This design comes from an exercise in tuning for small area, a short achievable clock period and few clock cycles per item on the open sky130 flow, not from production work. Only the layout flow was run in this run; the RTL was not checked for function there.

File: flow/design.v
module Share_1_A1(
	input wire [3:0] data_in,
	output wire [3:0] data_out
);
assign data_out[3] = 1'b1 ^ data_in[3] ^ data_in[1];
assign data_out[2] = 1'b1 ^ data_in[2];
assign data_out[1] = data_in[1] ^ data_in[0];
assign data_out[0] = data_in[1];
endmodule 
module Affine_1(
	input wire [3:0] x1,	 
	input wire [3:0] x2,
	input wire [3:0] x3,
	output wire [3:0] y1,	 
	output wire [3:0] y2, 
	output wire [3:0] y3 
);
Share_1_A1 i_share_1_A1 (x1, y1);
Share_1_A1 i_share_2_A1 (x2, y2);
Share_1_A1 i_share_3_A1 (x3, y3);
endmodule 
module Share_1_A2(
	input wire [3:0] data_in,
	output wire [3:0] data_out
);
assign data_out[3]   = data_in[3] ^ data_in[1] ^ data_in[0];
assign data_out[2] = 1'b1 ^ data_in[3] ^ data_in[1];
assign data_out[1] = 1'b1 ^ data_in[2] ^ data_in[1] ^ data_in[0];
assign data_out[0] = data_in[3] ^ data_in[2] ^ data_in[1] ^ data_in[0];
endmodule 
module Affine_2(
	input wire [3:0] x1,	 
	input wire [3:0] x2,
	input wire [3:0] x3,
	output wire [3:0] y1,	 
	output wire [3:0] y2,
	output wire [3:0] y3
);
Share_1_A2 i_share_1_A2 (x1, y1);
Share_1_A2 i_share_2_A2 (x2, y2);
Share_1_A2 i_share_3_A2 (x3, y3);
endmodule 
module Share_1_A3(
	input wire [3:0] data_in,
	output wire [3:0] data_out
);
assign data_out[3]   = data_in[0];
assign data_out[2] = data_in[1];
assign data_out[1] = data_in[2];
assign data_out[0] = data_in[3];
endmodule 
module Affine_3(
	input wire [3:0] x1,	 
	input wire [3:0] x2,
	input wire [3:0] x3,
	output wire [3:0] y1,	 
	output wire [3:0] y2,
	output wire [3:0] y3
);
Share_1_A3 i_share_1_A3 (x1, y1);
Share_1_A3 i_share_2_A3 (x2, y2);
Share_1_A3 i_share_3_A3 (x3, y3);
endmodule 
module Share_1_A4(
	input wire [3:0] data_in,
	output wire [3:0] data_out
);
assign data_out[3]   = 1'b1 ^ data_in[3] ^ data_in[2] ^ data_in[1] ^ data_in[0];
assign data_out[2] = data_in[3];
assign data_out[1] = 1'b1 ^ data_in[3] ^ data_in[1] ^ data_in[0];
assign data_out[0] = data_in[0];
endmodule 
module Affine_4(
	input wire [3:0] x1,	 
	input wire [3:0] x2,
	input wire [3:0] x3,
	output wire [3:0] y1,	 
	output wire [3:0] y2,
	output wire [3:0] y3
);
Share_1_A4 i_share_1_A4 (x1, y1);
Share_1_A4 i_share_2_A4 (x2, y2);
Share_1_A4 i_share_3_A4 (x3, y3);
endmodule 
module Share_1_A5(
	input wire [3:0] data_in,
	output wire [3:0] data_out
);
assign data_out[3] = 1'b1 ^ data_in[2];
assign data_out[2] = data_in[3] ^ data_in[1];
assign data_out[1] = 1'b1 ^ data_in[2] ^ data_in[0];
assign data_out[0] = 1'b1 ^ data_in[1] ^ data_in[0];
endmodule 
module Affine_5(
	input wire [3:0] x1,	 
	input wire [3:0] x2,
	input wire [3:0] x3,
	output wire [3:0] y1,	 
	output wire [3:0] y2,
	output wire [3:0] y3
);
Share_1_A5 i_share_1_A5 (x1, y1);
Share_1_A5 i_share_2_A5 (x2, y2);
Share_1_A5 i_share_3_A5 (x3, y3);
endmodule 
module Share_1_A6(
	input wire [3:0] data_in,
	output wire [3:0] data_out
);
assign data_out[3]   = 1'b1 ^ (data_in[3] ^ data_in[0]);
assign data_out[2] = data_in[2];
assign data_out[1] = data_in[0];
assign data_out[0] = 1'b1 ^ data_in[1];
endmodule 
module Affine_6(
	input wire [3:0] x1,	 
	input wire [3:0] x2,
	input wire [3:0] x3,
	output wire [3:0] y1,	 
	output wire [3:0] y2,
	output wire [3:0] y3
);
Share_1_A6 i_share_1_A6 (x1, y1);
Share_1_A6 i_share_2_A6 (x2, y2);
Share_1_A6 i_share_3_A6 (x3, y3);
endmodule 
module Share_1_Q294(
	input wire [3:0] data_in_i,
	input wire [3:0] data_in_i_plus_1,
	output wire [3:0] data_out
);
assign data_out[3] = data_in_i[3];
assign data_out[2] = data_in_i[2];
assign data_out[1] = data_in_i[1] ^ (data_in_i[3]&data_in_i[2]) ^ (data_in_i[3]&data_in_i_plus_1[2]) ^ (data_in_i_plus_1[3]&data_in_i[2]);
assign data_out[0] = data_in_i[0] ^ (data_in_i[3]&data_in_i[1]) ^ (data_in_i[3]&data_in_i_plus_1[1]) ^ (data_in_i_plus_1[3]&data_in_i[1]);
endmodule 
module Quadratic_294(
	input wire [3:0] x1,	 
	input wire [3:0] x2,
	input wire [3:0] x3,
	output wire [3:0] y1,	 
	output wire [3:0] y2,
	output wire [3:0] y3
);
Share_1_Q294 i_share_1_Q294 (x1, x2, y1);
Share_1_Q294 i_share_2_Q294 (x2, x3, y2);
Share_1_Q294 i_share_3_Q294 (x3, x1, y3);
endmodule 
module linear_m(
  input [63:0] data_in,
  output wire [63:0] data_out
);
assign data_out[63:60] = data_in[63:60];
assign data_out[59:56] = data_in[43:40];
assign data_out[55:52] = data_in[23:20];
assign data_out[51:48] = data_in[3:0];
assign data_out[47:44] = data_in[47:44];
assign data_out[43:40] = data_in[27:24];
assign data_out[39:36] = data_in[7:4];
assign data_out[35:32] = data_in[51:48];
assign data_out[31:28] = data_in[31:28];
assign data_out[27:24] = data_in[11:8];
assign data_out[23:20] = data_in[55:52];
assign data_out[19:16] = data_in[35:32];
assign data_out[15:12] = data_in[15:12];
assign data_out[11:8] = data_in[59:56];
assign data_out[7:4] = data_in[39:36];
assign data_out[3:0] = data_in[19:16];
endmodule
module linear_mprime(
  input [63:0] data_in,
  output wire [63:0] data_out
);
assign data_out[63] = data_in[59] ^ data_in[55] ^ data_in[51];
assign data_out[62] = data_in[62] ^ data_in[54] ^ data_in[50];
assign data_out[61] = data_in[61] ^ data_in[57] ^ data_in[49];
assign data_out[60] = data_in[60] ^ data_in[56] ^ data_in[52];
assign data_out[59] = data_in[63] ^ data_in[59] ^ data_in[55];
assign data_out[58] = data_in[58] ^ data_in[54] ^ data_in[50];
assign data_out[57] = data_in[61] ^ data_in[53] ^ data_in[49];
assign data_out[56] = data_in[60] ^ data_in[56] ^ data_in[48];
assign data_out[55] = data_in[63] ^ data_in[59] ^ data_in[51];
assign data_out[54] = data_in[62] ^ data_in[58] ^ data_in[54];
assign data_out[53] = data_in[57] ^ data_in[53] ^ data_in[49];
assign data_out[52] = data_in[60] ^ data_in[52] ^ data_in[48];
assign data_out[51] = data_in[63] ^ data_in[55] ^ data_in[51];
assign data_out[50] = data_in[62] ^ data_in[58] ^ data_in[50];
assign data_out[49] = data_in[61] ^ data_in[57] ^ data_in[53];
assign data_out[48] = data_in[56] ^ data_in[52] ^ data_in[48];
assign data_out[47] = data_in[47] ^ data_in[43] ^ data_in[39];
assign data_out[46] = data_in[42] ^ data_in[38] ^ data_in[34];
assign data_out[45] = data_in[45] ^ data_in[37] ^ data_in[33];
assign data_out[44] = data_in[44] ^ data_in[40] ^ data_in[32];
assign data_out[43] = data_in[47] ^ data_in[43] ^ data_in[35];
assign data_out[42] = data_in[46] ^ data_in[42] ^ data_in[38];
assign data_out[41] = data_in[41] ^ data_in[37] ^ data_in[33];
assign data_out[40] = data_in[44] ^ data_in[36] ^ data_in[32];
assign data_out[39] = data_in[47] ^ data_in[39] ^ data_in[35];
assign data_out[38] = data_in[46] ^ data_in[42] ^ data_in[34];
assign data_out[37] = data_in[45] ^ data_in[41] ^ data_in[37];
assign data_out[36] = data_in[40] ^ data_in[36] ^ data_in[32];
assign data_out[35] = data_in[43] ^ data_in[39] ^ data_in[35];
assign data_out[34] = data_in[46] ^ data_in[38] ^ data_in[34];
assign data_out[33] = data_in[45] ^ data_in[41] ^ data_in[33];
assign data_out[32] = data_in[44] ^ data_in[40] ^ data_in[36];
assign data_out[31] = data_in[31] ^ data_in[27] ^ data_in[23];
assign data_out[30] = data_in[26] ^ data_in[22] ^ data_in[18];
assign data_out[29] = data_in[29] ^ data_in[21] ^ data_in[17];
assign data_out[28] = data_in[28] ^ data_in[24] ^ data_in[16];
assign data_out[27] = data_in[31] ^ data_in[27] ^ data_in[19];
assign data_out[26] = data_in[30] ^ data_in[26] ^ data_in[22];
assign data_out[25] = data_in[25] ^ data_in[21] ^ data_in[17];
assign data_out[24] = data_in[28] ^ data_in[20] ^ data_in[16];
assign data_out[23] = data_in[31] ^ data_in[23] ^ data_in[19];
assign data_out[22] = data_in[30] ^ data_in[26] ^ data_in[18];
assign data_out[21] = data_in[29] ^ data_in[25] ^ data_in[21];
assign data_out[20] = data_in[24] ^ data_in[20] ^ data_in[16];
assign data_out[19] = data_in[27] ^ data_in[23] ^ data_in[19];
assign data_out[18] = data_in[30] ^ data_in[22] ^ data_in[18];
assign data_out[17] = data_in[29] ^ data_in[25] ^ data_in[17];
assign data_out[16] = data_in[28] ^ data_in[24] ^ data_in[20];
assign data_out[15] = data_in[11] ^ data_in[7] ^ data_in[3];
assign data_out[14] = data_in[14] ^ data_in[6] ^ data_in[2];
assign data_out[13] = data_in[13] ^ data_in[9] ^ data_in[1];
assign data_out[12] = data_in[12] ^ data_in[8] ^ data_in[4];
assign data_out[11] = data_in[15] ^ data_in[11] ^ data_in[7];
assign data_out[10] = data_in[10] ^ data_in[6] ^ data_in[2];
assign data_out[9] = data_in[13] ^ data_in[5] ^ data_in[1];
assign data_out[8] = data_in[12] ^ data_in[8] ^ data_in[0];
assign data_out[7] = data_in[15] ^ data_in[11] ^ data_in[3];
assign data_out[6] = data_in[14] ^ data_in[10] ^ data_in[6];
assign data_out[5] = data_in[9] ^ data_in[5] ^ data_in[1];
assign data_out[4] = data_in[12] ^ data_in[4] ^ data_in[0];
assign data_out[3] = data_in[15] ^ data_in[7] ^ data_in[3];
assign data_out[2] = data_in[14] ^ data_in[10] ^ data_in[2];
assign data_out[1] = data_in[13] ^ data_in[9] ^ data_in[5];
assign data_out[0] = data_in[8] ^ data_in[4] ^ data_in[0];
endmodule
module linear_m_inv (
  input [63:0] data_in,
  output wire [63:0] data_out
);
assign data_out[63:60] = data_in[63:60];
assign data_out[59:56] = data_in[11:8];
assign data_out[55:52] = data_in[23:20];
assign data_out[51:48] = data_in[35:32];
assign data_out[47:44] = data_in[47:44];
assign data_out[43:40] = data_in[59:56];
assign data_out[39:36] = data_in[7:4];
assign data_out[35:32] = data_in[19:16];
assign data_out[31:28] = data_in[31:28];
assign data_out[27:24] = data_in[43:40];
assign data_out[23:20] = data_in[55:52];
assign data_out[19:16] = data_in[3:0];
assign data_out[15:12] = data_in[15:12];
assign data_out[11:8] = data_in[27:24];
assign data_out[7:4] = data_in[39:36];
assign data_out[3:0] = data_in[51:48];
endmodule
module prince_core_data (
    input       [191:0] data_in      ,
    input       [  5:0] counter      ,
    input       [191:0] key_1        ,
    output wire [191:0] o_from_Abox_5,
    output wire [191:0] o_from_Q294
);
    localparam SBOX_NUMBER = 16;
    genvar j;
    wire [64-1:0] rcs_0 ;
    wire [64-1:0] rcs_1 ;
    wire [64-1:0] rcs_2 ;
    wire [64-1:0] rcs_3 ;
    wire [64-1:0] rcs_4 ;
    wire [64-1:0] rcs_5 ;
    wire [64-1:0] rcs_6 ;
    wire [64-1:0] rcs_7 ;
    wire [64-1:0] rcs_8 ;
    wire [64-1:0] rcs_9 ;
    wire [64-1:0] rcs_10;
    wire [64-1:0] rcs_11;
    assign rcs_0  = 64'h0000000000000000;
    assign rcs_1  = 64'h13198A2E03707344;
    assign rcs_2  = 64'hA4093822299F31D0;
    assign rcs_3  = 64'h082EFA98EC4E6C89;
    assign rcs_4  = 64'h452821E638D01377;
    assign rcs_5  = 64'hBE5466CF34E90C6C;
    assign rcs_6  = 64'h7EF84F78FD955CB1;
    assign rcs_7  = 64'h85840851F1AC43AA;
    assign rcs_8  = 64'hC882D32F25323C54;
    assign rcs_9  = 64'h64A51195E0E3610D;
    assign rcs_10 = 64'hD3B5A399CA0C2399;
    assign rcs_11 = 64'hC0AC29B7C97C50DD;
    reg [191:0] alpha ;
    reg [191:0] beta  ;
    reg [191:0] gamma ;
    reg [191:0] delta ;
    reg [191:0] rcs_k1;  
    wire [191:0] to_A4;
    wire [191:0] to_A6;
    wire [191:0] from_Abox_1;
    wire [191:0] from_Abox_2;
    wire [191:0] from_Abox_3;
    wire [191:0] from_Abox_4;
    wire [191:0] from_Abox_5;
    wire [191:0] from_Abox_6;
    wire [191:0] from_M     ;
    wire [191:0] to_M       ;
    wire [191:0] from_SR    ;
    wire [191:0] to_SR      ;
    wire [191:0] from_Q294  ;
    always @(*) begin: alpha_mux
        if (counter == 6'h4 || counter == 6'h7 || counter == 6'hA || counter == 6'hD || counter == 6'h10 || counter == 6'h13)
            alpha = from_Abox_1;
        else if (counter == 6'h16 || counter == 6'h19 || counter == 6'h1C || counter == 6'h1F || counter == 6'h22 || counter == 6'h25)
            alpha = from_Abox_5;
        else
            alpha = data_in;
    end
    always @(*) begin: beta_mux
        if ((counter == 6'h4 || counter == 6'h7 || counter == 6'hA || counter == 6'hD || counter == 6'h10) ||
				(counter == 6'd12 || counter == 6'd34))
            beta = from_M;
        else if (counter == 6'd1 || counter == 6'd3 || counter == 6'd15 || counter == 6'd33)
            beta = alpha;
		  else 
				beta = alpha;
    end
    assign to_A4 = rcs_k1 ^ beta;
    always @(*) begin: round_constant
        if (counter >= 6'd1 && counter < 6'd4)
            rcs_k1 <= {{64{1'b0}}, {64{1'b0}}, rcs_0} ^ key_1;
        else if (counter >= 6'd4 && counter < 6'd7)
            rcs_k1 <= {{64{1'b0}}, {64{1'b0}}, rcs_1} ^ key_1;
        else if (counter >= 6'd7 && counter < 6'd10)
            rcs_k1 <= {{64{1'b0}}, {64{1'b0}}, rcs_2} ^ key_1;
        else if (counter >= 6'd10 && counter < 6'd13)
            rcs_k1 <= {{64{1'b0}}, {64{1'b0}}, rcs_3} ^ key_1;
        else if (counter >= 6'd13 && counter < 6'd16)
            rcs_k1 <= {{64{1'b0}}, {64{1'b0}}, rcs_4} ^ key_1;
        else if (counter >= 6'd16 && counter < 6'd19)
            rcs_k1 <= {{64{1'b0}}, {64{1'b0}}, rcs_5} ^ key_1;
        else if (counter >= 6'd22 && counter < 6'd25)
            rcs_k1 <= {{64{1'b0}}, {64{1'b0}}, rcs_6} ^ key_1;
        else if (counter >= 6'd25 && counter < 6'd28)
            rcs_k1 <= {{64{1'b0}}, {64{1'b0}}, rcs_7} ^ key_1;
        else if (counter >= 6'd28 && counter < 6'd31)
            rcs_k1 <= {{64{1'b0}}, {64{1'b0}}, rcs_8} ^ key_1;
        else if (counter >= 6'd31 && counter < 6'd34)
            rcs_k1 <= {{64{1'b0}}, {64{1'b0}}, rcs_9} ^ key_1;
        else if (counter >= 6'd34 && counter < 6'd37)
            rcs_k1 <= {{64{1'b0}}, {64{1'b0}}, rcs_10} ^ key_1;
        else if (counter == 6'd37)
            rcs_k1 <= {{64{1'b0}}, {64{1'b0}}, rcs_11} ^ key_1;
        else
            rcs_k1 <= {{64{1'b0}}, {64{1'b0}}, rcs_0};
    end
    generate
        for (j = 0 ; j <= (SBOX_NUMBER-1) ; j = j + 1) begin: A1_box
            Affine_1 A1 (
                .x1(data_in[191 - 4*j : 191 - 4*j - 3]),
                .x2(data_in[191 - 4*j - 64 : 191 - 4*j - 3 - 64]),
                .x3(data_in[191 - 4*j - 128 : 191 - 4*j - 3 - 128]),
                .y1(from_Abox_1[191 - 4*j : 191 - 4*j - 3]),
                .y2(from_Abox_1[191 - 4*j - 64 : 191 - 4*j - 3 - 64]),
                .y3(from_Abox_1[191 - 4*j - 128 : 191 - 4*j - 3 - 128])
            );
        end
    endgenerate
    generate
        for (j = 0 ; j <= (SBOX_NUMBER-1) ; j = j + 1) begin: A5_box
            Affine_5 A5 (
                .x1(data_in[191 - 4*j : 191 - 4*j - 3]),
                .x2(data_in[191 - 4*j - 64 : 191 - 4*j - 3 - 64]),
                .x3(data_in[191 - 4*j - 128 : 191 - 4*j - 3 - 128]),
                .y1(from_Abox_5[191 - 4*j : 191 - 4*j - 3]),
                .y2(from_Abox_5[191 - 4*j - 64 : 191 - 4*j - 3 - 64]),
                .y3(from_Abox_5[191 - 4*j - 128 : 191 - 4*j - 3 - 128])
            );
        end
    endgenerate
    generate
        for (j = 0 ; j <= (SBOX_NUMBER-1) ; j = j + 1) begin: A4_box
            Affine_4 A4 (
                .x1(to_A4[191 - 4*j : 191 - 4*j - 3]),
                .x2(to_A4[191 - 4*j - 64 : 191 - 4*j - 3 - 64]),
                .x3(to_A4[191 - 4*j - 128 : 191 - 4*j - 3 - 128]),
                .y1(from_Abox_4[191 - 4*j : 191 - 4*j - 3]),
                .y2(from_Abox_4[191 - 4*j - 64 : 191 - 4*j - 3 - 64]),
                .y3(from_Abox_4[191 - 4*j - 128 : 191 - 4*j - 3 - 128])
            );
        end
    endgenerate
    generate
        for (j = 0 ; j <= (SBOX_NUMBER-1) ; j = j + 1) begin: A3_box
            Affine_3 A3 (
                .x1(alpha[191 - 4*j : 191 - 4*j - 3]),
                .x2(alpha[191 - 4*j - 64 : 191 - 4*j - 3 - 64]),
                .x3(alpha[191 - 4*j - 128 : 191 - 4*j - 3 - 128]),
                .y1(from_Abox_3[191 - 4*j : 191 - 4*j - 3]),
                .y2(from_Abox_3[191 - 4*j - 64 : 191 - 4*j - 3 - 64]),
                .y3(from_Abox_3[191 - 4*j - 128 : 191 - 4*j - 3 - 128])
            );
        end
    endgenerate
    generate
        for (j = 0 ; j <= (SBOX_NUMBER-1) ; j = j + 1) begin: A2_box
            Affine_2 A2 (
                .x1(alpha[191 - 4*j : 191 - 4*j - 3]),
                .x2(alpha[191 - 4*j - 64 : 191 - 4*j - 3 - 64]),
                .x3(alpha[191 - 4*j - 128 : 191 - 4*j - 3 - 128]),
                .y1(from_Abox_2[191 - 4*j : 191 - 4*j - 3]),
                .y2(from_Abox_2[191 - 4*j - 64 : 191 - 4*j - 3 - 64]),
                .y3(from_Abox_2[191 - 4*j - 128 : 191 - 4*j - 3 - 128])
            );
        end
    endgenerate
    generate
        for (j = 0 ; j <= (SBOX_NUMBER-1) ; j = j + 1) begin: A6_box
            Affine_6 A6 (
                .x1(to_A6[191 - 4*j : 191 - 4*j - 3]),
                .x2(to_A6[191 - 4*j - 64 : 191 - 4*j - 3 - 64]),
                .x3(to_A6[191 - 4*j - 128 : 191 - 4*j - 3 - 128]),
                .y1(from_Abox_6[191 - 4*j : 191 - 4*j - 3]),
                .y2(from_Abox_6[191 - 4*j - 64 : 191 - 4*j - 3 - 64]),
                .y3(from_Abox_6[191 - 4*j - 128 : 191 - 4*j - 3 - 128])
            );
        end
    endgenerate
    always @(*) begin: delta_mux
        if (counter == 6'd1 || counter == 6'd4 || counter == 6'd7 || counter == 6'd10 || counter == 6'd13 || counter == 6'd16)
            delta = from_Abox_4;
        else if ((counter == 6'd2 || counter == 6'd5 || counter == 6'd8 || counter == 6'd11 || counter == 6'd14 || counter == 6'd17) ||
            (counter == 6'd20 || counter == 6'd23 || counter == 6'd26 || counter == 6'd29 || counter == 6'd32 || counter == 6'd35))
        delta = from_Abox_3;
        else if ((counter == 6'd3 || counter == 6'd6 || counter == 6'd9 || counter == 6'd12 || counter == 6'd15 || counter == 6'd18) ||
            (counter == 6'd21 || counter == 6'd24 || counter == 6'd27 || counter == 6'd30 || counter == 6'd33 || counter == 6'd36))
        delta = from_Abox_2;
        else if (counter == 6'd19 || counter == 6'd22 || counter == 6'd25 || counter == 6'd28 || counter == 6'd31 || counter == 6'd34)
            delta = from_Abox_6;
        else
            delta = from_Abox_6;
    end
    always @(*) begin: gamma_mux
        if (counter == 6'd19 || counter == 6'd4 || counter == 6'd15 || counter == 6'd16 || counter == 6'd33)
            gamma = alpha;
        else if ((counter == 6'd22 || counter == 6'd25 || counter == 6'd28 || counter == 6'd31 || counter == 6'd34) ||
					(counter == 6'd3 || counter == 6'd12 || counter == 6'd13))
            gamma = from_SR;
		  else 
				gamma = alpha;
    end
    generate
        for (j = 0 ; j < 3; j = j + 1) begin: linear_mprime_inverse_box
            linear_mprime i_linear_mprime_inverse (
                .data_in (gamma[191 - 64*j : 191 - 64*j - 63]),
                .data_out(to_A6[191 - 64*j : 191 - 64*j - 63])
            );
        end
    endgenerate
    generate
        for (j = 0 ; j < 3; j = j + 1) begin: linear_mprime_box
            linear_mprime i_linear_mprime (
                .data_in(alpha[191 - 64*j : 191 - 64*j - 63]),
                .data_out(to_M[191 - 64*j : 191 - 64*j - 63])
            );
        end
    endgenerate
    generate
        for (j = 0 ; j < 3; j = j + 1) begin: linear_m_box
            linear_m i_linear_m (
                .data_in (to_M[191 - 64*j : 191 - 64*j - 63]),
                .data_out(from_M[191 - 64*j : 191 - 64*j - 63])
            );
        end
    endgenerate
    assign to_SR = alpha ^ rcs_k1;
    generate
        for (j = 0 ; j < 3; j = j + 1) begin: linear_m_inv_box
            linear_m_inv i_linear_m_inv (
                .data_in (to_SR[191 - 64*j : 191 - 64*j - 63]  ),
                .data_out(from_SR[191 - 64*j : 191 - 64*j - 63])
            );
        end
    endgenerate
    generate
        for (j = 0 ; j <= (SBOX_NUMBER-1) ; j = j + 1) begin: Q294_box
            Quadratic_294 Q294(
                .x1(delta[191 - 4*j : 191 - 4*j - 3]),
                .x2(delta[191 - 4*j - 64 : 191 - 4*j - 3 - 64]),
                .x3(delta[191 - 4*j - 128 : 191 - 4*j - 3 - 128]),
                .y1(from_Q294[191 - 4*j : 191 - 4*j - 3]),
                .y2(from_Q294[191 - 4*j - 64 : 191 - 4*j - 3 - 64]),
                .y3(from_Q294[191 - 4*j - 128 : 191 - 4*j - 3 - 128])
            );
        end
    endgenerate
    assign o_from_Abox_5 = from_Abox_5 ^ {{64{1'b0}}, {64{1'b0}}, rcs_11} ^ key_1;
    assign o_from_Q294   = from_Q294;
endmodule 
module prince_top (
    input  wire         clk       ,
    input  wire         reset     ,
    input  wire         start     ,
    input  wire [191:0] plaintext ,
    input  wire [383:0] key       ,
    output reg          done      ,
    output wire [191:0] ciphertext
);
    wire [191:0] k0_start         ;
    wire [191:0] k0_end           ;
    wire [191:0] k1               ;
    reg  [  5:0] counter          ;  
    reg  [191:0] shared_state     ;
    wire [191:0] o_from_Abox_5    ;
    wire [191:0] o_from_Q294      ;
	reg 		 clk_en;
    wire [191:0] in_core;
    assign k0_start = {key[383:320], key[255:192], key[127:64]};
    assign k0_end   = {{key[320],key[383:322],(key[321] ^ key[383])},
        {key[192],key[255:194],(key[193] ^ key[255])},
        {key[64],key[127:66],(key[65] ^ key[127])}};	 
    assign k1 = {key[319:256], key[191:128], key[63:0]};	 
    assign ciphertext = k0_end ^ o_from_Abox_5;
    assign in_core = (counter == 1) ? (plaintext ^ k0_start): shared_state;
    prince_core_data d_prince_core (
        .data_in      (in_core      ),
        .counter      (counter      ),
        .key_1        (k1           ),
        .o_from_Abox_5(o_from_Abox_5),
        .o_from_Q294  (o_from_Q294  )
    );
    reg [1:0]  state                  ;
    localparam STATE_IDLE = 2'h0      ;
    localparam STATE_ENC  = 2'h1      ;
    localparam STATE_DONE = 2'h2      ;
    always @(posedge clk) begin
        if (reset) begin
            state   <= STATE_IDLE;
            done    <= 1'b0;
            clk_en  <= 1'b0;
            counter <= 6'b0;
        end else begin
            case (state)
                STATE_IDLE : begin
                    done    <= 1'b0;
                    clk_en  <= 1'b0;
                    counter <= 6'b0;
                    if (start) begin
                        state   <= STATE_ENC;
                        counter <= counter + 1;
                        clk_en  <= 1'b1;
                    end
                end
                STATE_ENC : begin
                    if (counter == 36) begin
                        state   <= STATE_DONE;
                        clk_en  <= 1'b0;
                        counter <= counter;
                    end else begin
                        counter <= counter + 1;
                        clk_en  <= 1'b1;
                    end
                end
                STATE_DONE : begin
                    done   <= 1'b1;
                    clk_en <= 1'b0;
                    state  <= STATE_IDLE;
                end
            endcase
        end
    end
    always @(posedge clk) begin
        if (clk_en)
            shared_state <= o_from_Q294;
        else
            shared_state <= shared_state;
    end
endmodule 
File: flow/run.sh
#!/bin/bash
# synth_recipe.tcl (not shown) runs the flow's synth.tcl, then flattens the netlist and writes it again
# the make line also repeats each setting of config.mk as NAME=value (left out here)
make -C /OpenROAD-flow-scripts/flow DESIGN_CONFIG=/design/flow/config.mk WORK_HOME=/design/flow/orfs CLKGATE_MAP_FILE= SYNTH_SCRIPT=/design/flow/synth_recipe.tcl finish
File: flow/config.mk
export PLATFORM = sky130hd
export DESIGN_NAME = prince_top
export DESIGN_NICKNAME = prince_top
export VERILOG_FILES = /design/flow/design.v
export SDC_FILE = /design/flow/constraint.sdc
export NUM_CORES = 4
export LEC_CHECK = 0
export CAP_MARGIN = 20
export CORE_MARGIN = 2
export CORE_UTILIZATION = 25
export SETUP_SLACK_MARGIN = 0.4
export SLEW_MARGIN = 20
File: flow/constraint.sdc
create_clock -name core_clock -period 6.5 [get_ports {clk}]
set_input_delay 1.3000 -clock core_clock [delete_from_list [all_inputs] [get_ports {clk}]]
set_output_delay 1.3000 -clock core_clock [all_outputs]
set_load 0.01 [all_outputs]
==> notes.md <==
flip-flops by register name (all words and copies together), names as in the netlist:
signal and cells:
clk_en 1, counter 6, done 1, shared_state 192, state 2
routing by layer:
layer	share of wire	wire, µm	vias up	track usage
met1	0.41	183800	34770	0.4993
met5	0.00085	378	-	0
met2	0.39	172900	4928	0.5101
li1	-	-	30020	-
met3	0.12	53350	928	0.1040
met4	0.076	33860	56	0.2415
layout by cell type, fill, tap and decap left out, types with 210 or more instances in the layout:
cell type | synthesis | routed
a21oi_1 | 701 | 701
buf_4 | 63 | 1754
clkdlybuf4s50_1 | 0 | 770
mux2i_1 | 282 | 280
nand2_1 | 598 | 598
nor2_1 | 520 | 515
nor3_1 | 213 | 210
o21ai_0 | 311 | 310
xnor2_1 | 1350 | 1349
xor2_1 | 773 | 770
through the flow:
stage	utilization	setup TNS, ns
after global placement	0.3652	-0.1986
after floorplan	-	0
after CTS	0.3706	0
after global routing	0.3712	0
after detailed placement	0.3652	-0.2310
final	0.3714	0
cells by family (layout without fill, tap and decap cells):
family                   count (synthesis)  count (layout)  share of synthesized area
AND/OR/NAND/NOR                       1990            1990                     0.1710
adder cells (fa/ha/maj)                  9               9                   0.002008
flip-flops                             202             202                     0.1064
multiplexers                           345             345                    0.06336
XOR/XNOR                              2237            2237                     0.3758
AO/OA/AOI/OAI                         1833            1833                     0.2237
buffers and inverters                  610            2829                    0.05787
other                                    0              32                          0
worst max-delay path by stage:
stage,endpoint,cells after the start
finish,ciphertext[91],10
global route,shared_state[92],26
CTS,shared_state[32],25
detailed placement,shared_state[32],20
global placement,shared_state[32],20
floorplan,shared_state[44],21
layout make-up:
type                       instances  area (µm²)
fill                           23100      140000
clock buffer                      36       858.3
sequential                       202        5973
tap                             2975        3722
antenna                           32       80.08
multi-input combinational       6414       47200
timing repair buffer            2696       24310
inverter                          74       277.8
clock inverter                    23       311.5
worst register-to-register path: stages, from the launching register on:
cell     delay, ns
dfxtp_2       0.46
buf_4         0.24
nor2_4        0.53
buf_12        0.37
buf_4         0.52
a21oi_1       0.12
a21oi_1       0.24
mux2i_1       0.15
mux2_2        0.33
xnor3_2       0.51
a21oi_1       0.21
xor2_1        0.25
xnor2_1       0.18
xnor2_1       0.14
buf_4         0.15
a21oi_1       0.36
buf_4         0.24
nor2b_1       0.06
a21oi_1       0.19
o22ai_1       0.12
xnor2_1       0.16
buf_4         0.17
what timing repair did:
item                                    4_1_cts  5_1_grt
endpoints found under the hold margin         0        0
hold buffers                                  0        0
setup buffers                                 0        1
endpoints found under the setup margin       40       38
cloned                                        0        0
gates resized for setup                       7       22
pin swaps                                     1        3
==> notes.md <==
* Status: timing/DRC/antenna clean
* Placeable core region: 222700 µm²
* Ordered cell list for the critical path: inv_1 -> ha_1 -> or3b_4 -> nor2_8 -> buf_4 -> buf_4 -> mux2i_1 -> buf_4 -> xnor2_1 -> clkdlybuf4s50_1
* Antenna violations before repair: 69
* Hold path endpoint: done
* Number of sinks handled by clock tree synthesis: 202
- STA classifies the critical path startpoint as a flop.
* Final slew viol count: 0
* Hold_sp: done
* End of the worst register-to-register path: shared_state[152]
- The worst hold path belongs to the class reg -> reg.
- Starting density of the core: 0.2518
- Post-synthesis cell count: 7226
* Non-filler cells in the finished layout: 12450
- The share of the Yosys chip area taken by registers is 0.1064.
* RSZ-0062 raised after global routing: true
- The synthesized design contains 192 enable-type register cells.
* Crit-path most repeated cell: buf_4
- Setup slack on the worst reg-to-reg path comes out at 0.50 ns.
- Summing all placed instances gives a cell area of 81350 µm².
- Input/output buffers: 771
- DRC violation count after routing: 0
- For this run, the number of Yosys warnings is 2.
- Post-route fraction of the period consumed by the critical path: 0.9283
- Entering global routing, the biggest net connects 69 pins.
- For this run, asynchronously set or reset flops after synthesis account for 0.
- Area share of the largest cell type after synthesis: 0.2108
- In this run the horizontal extent of the chip is 477.6 µm.
- Hold is met by 0.4884 ns.
* Number of vias per cell: 5.677
* Post-placement cell count: 12360
- Clock root buffer: clkbuf_16
* Total CTS buffers: 34
- Clock latency at the later pin of the worst-skew pair: 0.66 ns
- Global route total overflow: 0
* Global-route wire length before repair: 581600 µm
- Final WL: 444200 µm
* CP startpoint: counter[1]
- Final setup violation count: 0
- Yosys mapped the design onto 140 distinct sky130hd cell types.
- The final route contains 70690 vias.
- The congestion estimate from routability-driven global placement came to 1.073.
* Setup WS post-layout: 0.4660 ns
* Crit-path slowest cell: xnor2_1
- The die covers 228100 µm².
- Number of maximum-capacitance constraint violations: 0
* Synthesis-to-layout area growth: 47.52%
- Cell taking the most area after synthesis: xnor2_1
* Post-placement worst setup slack: -0.1342 ns
- After clock tree synthesis, the clock-pin slew on the worst setup and hold paths is 0.07 ns.
- Post-detailed-route count of antenna-violating nets: 0
- GRT Util Overall: 0.3707
- WP buf/inv: 5
* TritonCTS clock tree: yes
* Cell types with the highest counts after synthesis: 1350 x xnor2_1, 773 x xor2_1, 701 x a21oi_1, 598 x nand2_1, 520 x nor2_1
* Cells on Worst Hold Path: 2
* Data arrival, critical path: 4.73 ns
- The number of nets in the synthesized netlist is 7814.
* Max frequency: 0.1657 GHz
- Across the routed clock network, the largest skew measured is 0.04549 ns.
- The number of global-route vias before repair is 65050.
- Dominant cell by count in the synthesized netlist: xnor2_1
* Post-synth design cell area: 56080 µm²
- 772 I/O pins were placed.
* H-tree levels: 2
* Gate family responsible for the most delay along the worst path: buffers and inverters
* Number of nets in the layout: 10010
* Max Fanout on Critical Path: 10
* Critical register-to-register path startpoint: counter[5]
- The most used flip-flop cell after synthesis is edfxtp_1.
- Path depth of the worst reg2reg path: 21
- Number of buffers on the longest clock path: 3
* Number of design-rule violations left by the first detailed-router iteration: 10370
* Dpl hpwl: 375900 µm
- The first detailed-routing pass ran for 8 iterations.
* Cell types with the largest area share after synthesis: xnor2_1 21%, xor2_1 12%, edfxtp_1 10%
- Measured against its own limit, the worst slew margin works out to 0.2013.
- The count of endpoints failing hold in the final timing report is 0.
- Kind of critical path: reg -> out
- Final min period: 6.034 ns
* #FFs+latches synth: 202
- Wire length per cell after detailed routing: 35.68 µm
- Averaged over all synthesized cells, the footprint is 7.761 µm².
- Fraction of layout instances using a drive strength above 1: 0.2478
- For the worst setup path, the data required time is 5.20 ns.
* Height of the die: 477.6 µm
- In this design, the stage delay of the slowest critical-path cell is 0.85 ns.
* Number of cell rows: 173
- For the pin with the worst max-slew slack, the measured transition is 1.194 ns.
- Final design area excluding fillers: 82730 µm²
- The worst setup path is captured at an output port.

## re-timing with driven ports
In the flow no input, the clock included, has a driving cell. The finished layout below was timed again as built, in two steps. Step 1 (the two cells are an assumption about what drives the block):
set clk [get_ports {clk}]
set_driving_cell -lib_cell sky130_fd_sc_hd__clkbuf_16 $clk
set_driving_cell -lib_cell sky130_fd_sc_hd__buf_2 [delete_from_list [all_inputs] $clk]
Step 2 times the ports against the registers' clock, not the clock port: input delays grow and output delays shrink by t, the midpoint of the rising clock arrivals with the driver on. Three values: no drivers, after step 1, after step 2; two values: the first two.
shift t [ns]: 0.726
slack for setup (ns): 0.466 / 0.374 / -0.158
worst register clock-pin slew, ns: 0.07 / 0.07
With both steps, setup timing fails in this run, where it was met with ideal ports. The setup slack of this run moves by -0.092 ns with the drivers and by -0.624 ns with both steps.
